This design comes from an exercise in tuning for small area and a short achievable clock period on the open sky130 flow, not from production work.
Only the layout flow was run in this run; the RTL was not checked for function there.

[flow/design.v]
`timescale 1ns/1ps
module barrel_shifter (data_in, bs_opsel, shift_amount, result);
parameter REGS_WIDTH = 32;
localparam addr_width = $clog2(REGS_WIDTH);
input wire [REGS_WIDTH-1:0] data_in;
input wire [2:0] bs_opsel;  
input wire [addr_width-1:0] shift_amount;
output logic [REGS_WIDTH-1:0] result;
wire sign;
assign sign = data_in[REGS_WIDTH-1] & bs_opsel[2];
wire [REGS_WIDTH*2-1:0] left;
wire [REGS_WIDTH*2:0] right;
assign left = {data_in, data_in} << shift_amount;
assign right = $signed({sign, data_in, data_in}) >>> shift_amount;
always_comb begin
	casez(bs_opsel)
		3'b?00: result = left[0+:REGS_WIDTH]; 
		3'b010: result = right[REGS_WIDTH+:REGS_WIDTH];  
		3'b11?: result = right[REGS_WIDTH+:REGS_WIDTH];  
		3'b011: result = right[0+:REGS_WIDTH];  
		3'b?01: result = left[REGS_WIDTH+:REGS_WIDTH];  
		default: result = '0;
	endcase
end
endmodule
`timescale 1ns/1ps
module alu #(parameter WIDTH = 32) (
    input logic [WIDTH-1:0] a, b,
    input logic [1:0] instr,
    input logic [1:0] alusel,
    output logic [WIDTH-1:0] y,
    output logic zero, carry);
	wire [WIDTH-1:0] shout, logout, arout, mulout;
	wire cout;
	assign carry = ((alusel == 0) && cout);
	addsub #(WIDTH)  ar1(a, b, instr, arout, cout);
	muldiv #(WIDTH)  md1(a, b, instr, mulout);
	logic_op #(WIDTH)  log1(instr, a, b, logout);
	sh_wrapper #(WIDTH)  sw1(a, b, instr, shout);
	always_comb begin
	    case (alusel)
	    	2'b00: y = arout;
	    	2'b01: y = mulout;
	    	2'b10: y = logout;
	    	2'b11: y = shout;  
	    	default: y = '0;
	   	endcase
	   	zero = ~| y;
	end        
endmodule
module addsub #(parameter WIDTH = 32) (input logic [WIDTH-1:0] a, b, input logic [1:0] f, output logic [WIDTH-1:0] y, output logic ovf);
	wire inv_b;
	wire [WIDTH-1:0] b_alu;
	wire cout;
	assign inv_b = f[0];
	assign b_alu = b ^ {WIDTH{inv_b}};
	assign ovf = f[1] & ((b_alu[WIDTH-1] ^ a[WIDTH-1]) ^ cout);
	adder #(WIDTH) aluadder(a, b_alu, inv_b, y, cout);
endmodule
module adder #(parameter WIDTH = 32) (input logic [WIDTH-1:0] a, b, input logic cin, output logic [WIDTH-1:0] y, output logic cout);
	var logic [WIDTH+1:0] temp;
	always_comb begin
		temp = {a, cin} + {b, cin};
		{cout, y} = temp[WIDTH+1:1];
	end
endmodule
module logic_op #(parameter WIDTH = 32) (input logic [1:0] f, input logic [WIDTH-1:0] a, b, output logic [WIDTH-1:0] y);
	always_comb begin 
		case(f)
			2'h0: y = a & b;
			2'h1: y = a | b;
			2'h2: y = ~(a | b); 
			2'h3: y = a ^ b;
			default: y = '0;
		endcase
	end
endmodule
module sh_wrapper #(parameter WIDTH = 32) (input logic [WIDTH-1:0] a, shamt, input logic [1:0] f, output logic [WIDTH-1:0] result);
	logic [2:0] opsel;
	localparam sel_width = $clog2(WIDTH);
	always_comb begin 
		case (f)
			2'h0: opsel = 3'b000;
			2'h1: opsel = 3'b010;
			2'h2: opsel = 3'b110;
			2'h3: opsel = 3'b011;
			default: opsel = '0;
		endcase
	end
	barrel_shifter #(WIDTH) bs(a, opsel, shamt[sel_width-1:0], result);
endmodule
module muldiv #(parameter WIDTH = 32) (input logic [WIDTH-1:0] a, b, input logic [1:0] f, output logic [WIDTH-1:0] y);
	wire [WIDTH*2-1:0] mulout, divout;
	wire [WIDTH*2-1:0] result;
	mul #(WIDTH) mul1 (a, b, mulout);
	div #(WIDTH) div1(a, b, divout);
	assign result = (f[0]) ? divout : mulout;
	assign y = (f[1]) ? result[WIDTH+:WIDTH] : result[0+:WIDTH];
endmodule
module mul #(parameter WIDTH = 32) (input logic [WIDTH-1:0] a, b, output logic [WIDTH*2-1:0] y);
	assign y = $signed(a) * $signed(b);
endmodule
module div #(parameter WIDTH = 32) (input logic [WIDTH-1:0] a, b, output logic [WIDTH*2-1:0] y);
	wire bzero = ~|b;
	wire ovf = (a == {1'b1, {(WIDTH-1){1'b0}}}) && (&b);
	wire [WIDTH-1:0] rem, quo;
	assign rem = $signed(a) % $signed(b);
	assign quo = $signed(a) / $signed(b);
	assign y[0+:WIDTH] = bzero ? a : ovf ? {WIDTH{1'b0}} : rem;
	assign y[WIDTH+:WIDTH] = bzero ? {WIDTH{1'b1}} : ovf ? a : quo;
endmodule
`timescale 1ns/1ps
module alu_top (
    input  wire        clk,
    input  wire [31:0] a,
    input  wire [31:0] b,
    input  wire [1:0]  instr,
    input  wire [1:0]  alusel,
    output reg  [31:0] y,
    output reg         zero,
    output reg         carry
);
    reg [31:0] a_r, b_r;
    reg [1:0]  instr_r, alusel_r;
    wire [31:0] y_c;
    wire        zero_c, carry_c;
    always @(posedge clk) begin
        a_r      <= a;
        b_r      <= b;
        instr_r  <= instr;
        alusel_r <= alusel;
        y        <= y_c;
        zero     <= zero_c;
        carry    <= carry_c;
    end
    alu #(32) u_alu (
        .a(a_r), .b(b_r), .instr(instr_r), .alusel(alusel_r),
        .y(y_c), .zero(zero_c), .carry(carry_c)
    );
endmodule
[flow/run.sh]
#!/bin/bash
# synth_recipe.tcl (not shown) runs the flow's synth.tcl, then flattens the netlist and writes it again
# the make line also repeats each setting of config.mk as NAME=value (left out here)
make -C /OpenROAD-flow-scripts/flow DESIGN_CONFIG=/design/flow/config.mk WORK_HOME=/design/flow/orfs CLKGATE_MAP_FILE= SYNTH_SCRIPT=/design/flow/synth_recipe.tcl finish
[flow/config.mk]
export PLATFORM = sky130hd
export DESIGN_NAME = alu_top
export DESIGN_NICKNAME = alu_top
export VERILOG_FILES = /design/flow/design.v
export SDC_FILE = /design/flow/constraint.sdc
export NUM_CORES = 4
export LEC_CHECK = 0
export ABC_CLOCK_PERIOD_IN_PS = 50000
export CAP_MARGIN = 20
export CORE_MARGIN = 2
export CORE_UTILIZATION = 40
export CTS_BUF_LIST = sky130_fd_sc_hd__clkbuf_8 sky130_fd_sc_hd__clkbuf_16
export CTS_CLUSTER_DIAMETER = 60
export CTS_CLUSTER_SIZE = 10
export SLEW_MARGIN = 20
[flow/constraint.sdc]
create_clock -name core_clock -period 100.0 [get_ports {clk}]
set_input_delay 20.0000 -clock core_clock [delete_from_list [all_inputs] [get_ports {clk}]]
set_output_delay 20.0000 -clock core_clock [all_outputs]
set_load 0.01 [all_outputs]
==> flow_summary_export.csv <==
group,metric,value,unit
critical_path,reg2reg_slack,3.24,ns
grt,grt_max_degree,97,
synthesis,ys_types,107,
cts,cts_made_buffers,9,
min_path,hold_path_end,"carry$_DFF_P_",
detailed_routing,first_iter_violations,11668,
synthesis,ys_warn_count,6,
timing,fin_crit_sh,96.76,%
floorplan,rows,165,
cts,clk-insertion-delay-late,0.51,ns
critical_path,cp-end-kind,"flop",
synthesis,synth_nets,12881,
cts,cts_tree,"yes",
placement,pre_cts_slack,-1.887,ns
detailed_routing,drc,0,
placement,hpwl,362300,um
placement,place_congestion,1.128,
synthesis,ys_seq_elements,102,
synthesis,synth_ff_type,"dfxtp_1",
synthesis,yosys.area.top_type_share,26.62,%
detailed_routing,vias_per_cell,6.427,
timing,clock-skew-final,0.03771,ns
cts,cts.sinks,102,
min_path,min_path_type,"flop to flop",
cts,cts_buffer_depth,2,
timing,max_freq,0.01033,GHz
critical_path,cpPeakStageDelay,0.93,ns
min_path,hp-start,"instr_r[1]$_DFF_P_",
min_path,min_delay_path_depth,3,
timing,rsz0062_at_grt,"false",
final_layout,drive_above_1_share,7.376,%
critical_path,crit_cells,344,
grt,grt_pass1_vias,84319,
timing,worst_slack,3.239,ns
grt,grt.overflow.total,0,
grt,grt_pass1_wl,633000,um
floorplan,initial_utilization,40.25,%
placement,port_buffers,102,
detailed_routing,postRouteWirelength,453800,um
synthesis,synth_area_leader_cell,"fa_1",
synthesis,synth_edf_count,0,
grt,grt_antenna_before_repair,50,
critical_path,path_delay_family,"compound AO/OA/AOI/OAI gates",
critical_path,path_buf_inv,26,
outcome,run_status,"complete, no violations",
final_layout,area_delta_synth_final,8.245,%
synthesis,avgSynthCellArea,7.467,um2
critical_path,cpMaxStageDelayCell,"o21ai_0",
synthesis,async_flop_share,0,%
detailed_routing,vias,87573,
critical_path,worstPathRequired,100.43,ns
final_layout,final_core_util,43.57,%
synthesis,synth_cells,10907,
synthesis,synth_area_leaders,"fa_1 27%, ha_1 13%, nand2_1 7.0%",
cts,ctsHoldBuffers,0,
timing,worst-slew-pin-transition,1.251,ns
synthesis,synth.most_common_cell,"nand2_1",
floorplan,coreArea,202300,um2
detailed_routing,wl_per_cell,33.31,um
final_layout,nNetsFinal,12896,
critical_path,cp-start-kind,"flop",
detailed_routing,drtAntennaViolNets,0,
timing,finalSetupViolCount,0,
grt,grt_util_all_layers,42.90,%
critical_path,crit_top_cell,"ha_1",
critical_path,reg2regPathDepth,344,
floorplan,die-area,207200,um2
critical_path,r2r-end,"zero$_DFF_P_",
flow_run,maxCapViolations,0,
cts,cts_max_level,3,
synthesis,synth_common_cells,"1514 x nand2_1, 1304 x inv_1, 1083 x fa_1, 1082 x nor2_1, 822 x ha_1",
floorplan,fp.dieH,455.2,um
synthesis,syn_area,81440,um2
timing,min_period,96.76,ns
timing,finalHoldViolCount,0,
critical_path,crit_arrival,97.19,ns
synthesis,yosysSeqAreaShare,2.507,%
floorplan,fp.dieW,455.2,um
timing,drv_slew,0,
timing,relSlewSlack,16.13,%
detailed_routing,dr.pass1.iters,7,
cts,clk_pin_slew,0.11,ns
critical_path,r2r_start,"b_r[0]$_DFF_P_",
critical_path,crit_path_max_fanout,49,
cts,cts_root_buf,"clkbuf_16",
floorplan,io-pin-count,103,
critical_path,worstSetupPathType,"flop to flop",
-- metal layers --
metal | vias up | global-route usage [%] | share of wire (%)
met5 | - | 0 | 0.038
met4 | 26 | 22.75 | 6.6
met3 | 1238 | 12.33 | 13
met2 | 5860 | 61.60 | 40
met1 | 43399 | 57.92 | 40
li1 | 37050 | - | -
-- registers in the layout, indices dropped and copies added, names as in the netlist --
name,cells
a_r,32
b_r,32
y,32
alusel_r,2
instr_r,2
carry,1
zero,1
-- cell families (layout without fill, tap and decap cells) --
family          after synthesis  in the layout  synth area share [%]
fa+ha+maj                  1905           1905                 39.25
mux                         163            163                 2.243
xor+xnor                    615            615                 6.614
simple gates               3701           3702                 20.15
flops                       102            102                 2.507
compound gates             2558           2558                 20.58
other cells                   0             26                     0
buf+inv                    1863           1882                 8.663
-- cell usage in the layout (no fill, tap or decap), types with 27 or more instances in the layout --
| master | synthesis | layout |
|---|---|---|
| a211o_1 | 34 | 34 |
| nor4_1 | 54 | 51 |
| dfxtp_1 | 102 | 49 |
| a31oi_1 | 135 | 131 |
| o21a_1 | 146 | 145 |
| buf_4 | 2 | 426 |
| fa_1 | 1083 | 1082 |
| nand2_1 | 1514 | 1508 |
| mux2i_1 | 115 | 113 |
| o31a_1 | 28 | 28 |
| o211ai_1 | 91 | 91 |
| a211oi_1 | 108 | 102 |
| or3_1 | 77 | 77 |
| xor2_1 | 223 | 223 |
| a21boi_0 | 31 | 31 |
| o22ai_1 | 55 | 55 |
| mux2_2 | 36 | 36 |
| and2_1 | 60 | 60 |
| a21oi_1 | 677 | 674 |
| nor2b_1 | 68 | 68 |
| and3_1 | 62 | 62 |
| or2_2 | 55 | 56 |
| ha_1 | 822 | 821 |
| a31o_2 | 27 | 27 |
| xnor2_1 | 392 | 373 |
| dfxtp_2 | 0 | 48 |
| nor2_1 | 1082 | 1070 |
| nand3_1 | 234 | 233 |
| nor3_1 | 215 | 208 |
| nand4_1 | 94 | 94 |
| clkdlybuf4s50_1 | 0 | 102 |
| a22oi_1 | 34 | 34 |
| o21ai_0 | 512 | 505 |
| nand2b_1 | 66 | 66 |
| o31ai_1 | 73 | 70 |
| o21bai_1 | 57 | 57 |
| inv_1 | 1304 | 1298 |
| a21o_1 | 175 | 175 |
-- tightest hold or removal path: cells and delay by family, from the launching register on --
family          cells  cell delay (ns)
buf+inv             2             0.66
compound gates      1             0.10
flops               1             0.30
-- how the worst max path moves through the flow --
stage	startpoint	endpoint	slack, ns
6_report	b_r[0]$_DFF_P_	zero$_DFF_P_	3.24
5_1_grt	b_r[0]$_DFF_P_	zero$_DFF_P_	0.03
4_1_cts	b_r[5]$_DFF_P_	zero$_DFF_P_	0.11
3_5_place_dp	b_r[5]$_DFF_P_	zero$_DFF_P_	-1.89
3_3_place_gp	b_r[5]$_DFF_P_	zero$_DFF_P_	-2.87
2_1_floorplan	b_r[0]$_DFF_P_	zero$_DFF_P_	16.75
-- what timing repair did --
item / CTS / global route
gates cloned: 0 / 1
pin swaps: 0 / 5
setup buffers: 0 / 6
endpoints found under the setup margin: 23 / 33
gates resized for setup: 9 / 55
-- area by class of cell --
type / count / area [um2]
fillers: 20920 / 114200
multi-input cells: 8943 / 72960
inverters: 1328 / 4991
repair buffers: 538 / 4382
well taps: 2672 / 3343
flip-flops and latches: 102 / 2121
clock buffers: 9 / 225.2
clock inverters: 7 / 67.56
diodes: 26 / 65.06
-- stage by stage --
| stage | setup TNS (ns) | std cells | cell area, um2 | hold slack (ns) |
|---|---|---|---|---|
| detailed placement | -14.63 | 13575 | 87420 | 1.108 |
| global route | 0 | 13605 | 88110 | 1.173 |
| CTS | 0 | 13591 | 87750 | 1.120 |
| floorplan | 0 | 10907 | 81440 | 0.5784 |
| global placement | -36.11 | 13571 | 87310 | 1.117 |
| finish | 0 | 13625 | 88160 | 1.182 |

-- static timing again, ports no longer ideal --
No port has a modelled driver above. Below, the same layout with a new extraction and two added sets of constraints.
Step 1, drivers: a clkbuf_16 drives clk and a buf_2 each remaining input, both assumed.
Step 2 moves the port delays by t, midway between the first and last clock arrival at a register: inputs arrive t later, outputs are due t later. That takes back most of the time a late clock gives input paths.
a / b / c = ideal ports / drivers / drivers and shift; a / b = the first two.
t, ns: 0.569
slack for setup (ns): 3.239 / 3.239 / 3.239
worst hold slack (ns): 1.182 / 1.182 / 1.182
worst setup path after step 2: register to register
worst data-port slew with drivers (ns): 0.13
After both steps setup and hold are still met in this run. The setup slack of this run moves by 0.000 ns with the drivers and by 0.000 ns with both steps.
